Background: an optimization exercise with open tools, aiming at small area. Do not read the settings as production practice.
Function was checked by simulation only, so behaviour that the tests miss may differ from the original.
Power and IR drop assume default switching activity. The flow treats the clock pin as an ideal source, which a real chip does not have.

// selen_l1_cache
module selen_l1_cache
(
	input                           clk,
	input                           rst_n,
	input                           l1i_req_val,
	input   [32-1:0]  l1i_req_addr,
	output                          l1i_req_ack,
	output  [32-1:0]  l1i_ack_data,
	input                           l1d_req_val,
	input   [32-1:0]  l1d_req_addr,
	input   [3-1:0]   l1d_req_cop,
	input   [32-1:0]  l1d_req_wdata,
	input   [3-1:0]  l1d_req_size,
	output                          l1d_req_ack,
	output  [32-1:0]  l1d_ack_data,
	input   [32-1:0]  wb_dat_i,
	output  [32-1:0]  wb_dat_o,
	input                           wb_ack_i,
	output  [32-1:0]  wb_adr_o,
	output                          wb_cyc_o,
	input                           wb_stall_i,
	output  [(32 / 8)-1:0]    wb_sel_o,
	output                          wb_stb_o,
	output                          wb_we_o
);
export LEC_CHECK = 0
export CAP_MARGIN = 0
export CORE_MARGIN = 2
export CORE_UTILIZATION = 70
export CTS_CLUSTER_DIAMETER = 100
export CTS_CLUSTER_SIZE = 30
export PLACE_DENSITY = 0.75
export SLEW_MARGIN = 0
create_clock -name core_clock -period 12.0 [get_ports {clk}]
run.sh (not shown) runs the stock make flow with config.mk's settings and CLKGATE_MAP_FILE= SYNTH_SCRIPT=/design/flow/synth_recipe.tcl, a recipe that flattens the netlist after the stock synthesis.
Next try:
- CAP_MARGIN: 0 -> 20
- CTS_CLUSTER_DIAMETER: 100 -> 120
- CTS_CLUSTER_SIZE: 30 -> 24
- SLEW_MARGIN: 0 -> 20
- The changed run went through all stages and came out clean
- register-to-register slack gains 0.40 ns
- via count increases by 0.56%
- power increases by 2.0%
Next try:
- CORE_UTILIZATION: 70 -> 55
- CTS_CLUSTER_DIAMETER: 120 -> unset
- CTS_CLUSTER_SIZE: 24 -> unset
- PLACE_DENSITY: 0.75 -> 0.65
Outcome:
- The new run completed with no timing, DRC or antenna violations
- non-clock buffer count is lower by 18
- clock skew is lower by 0.0088 ns
- via count is about the same
- total power is higher by 16%
- wire length is higher by about 3.6%
- clock power is higher by about 70%
- core utilization is lower by 13 points
- cell area is higher by 5.1%
- count of clock-buffer cells in the layout is higher by 330
- worst hold slack gets worse by 0.023 ns

* * *

## amber
selen_l1_cache, a different RTL version from the one above (not shown whole).
Size: roughly 4900 flip-flops, ~280 I/O pins, about 180000 µm² of cells after synthesis.
// selen_l1_cache
module selen_l1_cache
(
	input                           clk,
	input                           rst_n,
	input                           l1i_req_val,
	input   [32-1:0]  l1i_req_addr,
	output                          l1i_req_ack,
	output  [32-1:0]  l1i_ack_data,
	input                           l1d_req_val,
	input   [32-1:0]  l1d_req_addr,
	input   [3-1:0]   l1d_req_cop,
	input   [32-1:0]  l1d_req_wdata,
	input   [3-1:0]  l1d_req_size,
	output                          l1d_req_ack,
	output  [32-1:0]  l1d_ack_data,
	input   [32-1:0]  wb_dat_i,
	output  [32-1:0]  wb_dat_o,
	input                           wb_ack_i,
	output  [32-1:0]  wb_adr_o,
	output                          wb_cyc_o,
	input                           wb_stall_i,
	output  [(32 / 8)-1:0]    wb_sel_o,
	output                          wb_stb_o,
	output                          wb_we_o
);
export LEC_CHECK = 0
export CAP_MARGIN = 20
export CORE_MARGIN = 2
export CORE_UTILIZATION = 64
export PLACE_DENSITY = 0.7
export SLEW_MARGIN = 20
create_clock -name core_clock -period 12.0 [get_ports {clk}]
standard.sh (not shown) runs the stock make flow with config.mk's settings and CLKGATE_MAP_FILE= SYNTH_SCRIPT=/design/flow/synth_recipe.tcl, a recipe that flattens the netlist after the stock synthesis.
==> flow/flow/run.sh <==
#!/bin/bash
# Own layout flow: the standard flow (standard.sh) with these changes:
#  - synthesis maps the logic with an area-oriented ABC script (flow/abc_area.script)
#    in place of ORFS's delay-oriented one; everything else in the synthesis, and so
#    every register, its name and its cell, is the standard synthesis's
#  - the port buffers are sky130_fd_sc_hd__buf_1
#  - clock tree: sink clusters of up to 28 flip-flops within 100 um, clkbuf_8 above the leaves, no dummy loads
# Each tool's output is in orfs/logs/ (one log per step) and in flow.log here.
set -euo pipefail
W=$(pwd)
F=$W/flow

# The standard flow's synthesis script, with yosys' abc command given our script
{
	echo "proc abc {args} { set i [lsearch -exact \$args -script]; if {\$i >= 0} { lset args [expr {\$i + 1}] $F/abc_area.script }; yosys abc {*}\$args }"
	cat "$W/synth_recipe.tcl"
} > "$W/own_synth.tcl"
sed -e "s#SYNTH_SCRIPT=[^ ]*synth_recipe.tcl#SYNTH_SCRIPT=$W/own_synth.tcl#" "$W/standard.sh" > "$W/own_standard.sh"
grep -q "SYNTH_SCRIPT=$W/own_synth.tcl" "$W/own_standard.sh"

bash "$W/own_standard.sh" \
	"BUFFER_PORTS_ARGS=-buffer_cell sky130_fd_sc_hd__buf_1" \
	"CTS_ARGS=-sink_clustering_enable -repair_clock_nets -sink_clustering_size 28 -sink_clustering_max_diameter 100 -tree_buf sky130_fd_sc_hd__clkbuf_8 -dont_use_dummy_load" \
	finish > "$W/flow.log" 2>&1
==> flow/flow/abc_area.script <==
strash
&get -n
&fraig -x
&put
scorr
dc2
dretime
strash
&get -n
&dch -f
&nf -R 1000
&put
What willow does differently from amber at the input level:
# amber
export LEC_CHECK = 0
export CAP_MARGIN = 20
export CORE_MARGIN = 2
export CORE_UTILIZATION = 64
export PLACE_DENSITY = 0.7
export SLEW_MARGIN = 20
create_clock -name core_clock -period 12.0 [get_ports {clk}]
# willow
export LEC_CHECK = 0
export CAP_MARGIN = 20
export CORE_MARGIN = 2
export CORE_UTILIZATION = 76
export PLACE_DENSITY = 0.8
export SLEW_MARGIN = 20
create_clock -name core_clock -period 12.0 [get_ports {clk}]
[summary]
Comparing the two runs side by side, willow comes out ahead of amber on post-place setup slack.
[compare] base=amber new=willow: number of cells traversed by the worst register-to-register path dropped 2; combinational share of power barely changed; count of final setup violators barely changed; clock insertion delay at the later pin of the skew report dropped 0.06 ns.
Input-level comparison between quartz and willow:
# willow
export LEC_CHECK = 0
export CAP_MARGIN = 20
export CORE_MARGIN = 2
export CORE_UTILIZATION = 76
export PLACE_DENSITY = 0.8
export SLEW_MARGIN = 20
create_clock -name core_clock -period 12.0 [get_ports {clk}]
# quartz
export LEC_CHECK = 0
export CAP_MARGIN = 20
export CORE_MARGIN = 2
export CORE_UTILIZATION = 70
export PLACE_DENSITY = 0.75
export SLEW_MARGIN = 20
create_clock -name core_clock -period 12.0 [get_ports {clk}]
- Compared with willow, quartz degrades time the worst path needs with I/O delays and setup.
- quartz: number of violations reported at the end of detailed-routing iteration 0 is about 4.4% lower than what willow reported.
- As far as clock-buffer cell count goes, willow and quartz are indistinguishable; the numbers are identical.
- Flop and latch count out of synthesis delta (quartz -> willow): insignificant

-- separate check: timing with driven ports --
The flow's constraints put no driver on any port. The routed layouts listed below were extracted and timed again, unchanged, in two steps. Step 1 (the two cells are an assumption about what drives the block):
set clk [get_ports {clk}]
set_driving_cell -lib_cell sky130_fd_sc_hd__clkbuf_16 $clk
set_driving_cell -lib_cell sky130_fd_sc_hd__buf_2 [delete_from_list [all_inputs] $clk]
Step 2 moves the port delays by t, midway between the first and last clock arrival at a register: inputs arrive t later, outputs are due t later. That takes back most of the time a late clock gives input paths. a / b / c = ideal / step 1 / step 2; a / b = the first two.
run | shift t [ns] | setup slack, ns | worst setup path after step 2
the first run of note 1 | 1.013 | 1.364 / 1.259 / 2.272 | register to output
the second run of note 1 | 1.050 | 1.795 / 1.688 / 2.738 | register to output
the third run of note 1 | 1.103 | 2.072 / 1.961 / 3.064 | register to output
amber | 1.072 | 1.490 / 1.389 / 2.461 | register to output
willow | 1.016 | 1.519 / 1.416 / 2.433 | register to output
quartz | 1.026 | 1.331 / 1.231 / 2.256 | register to output
After both steps every run listed still meets setup and hold.
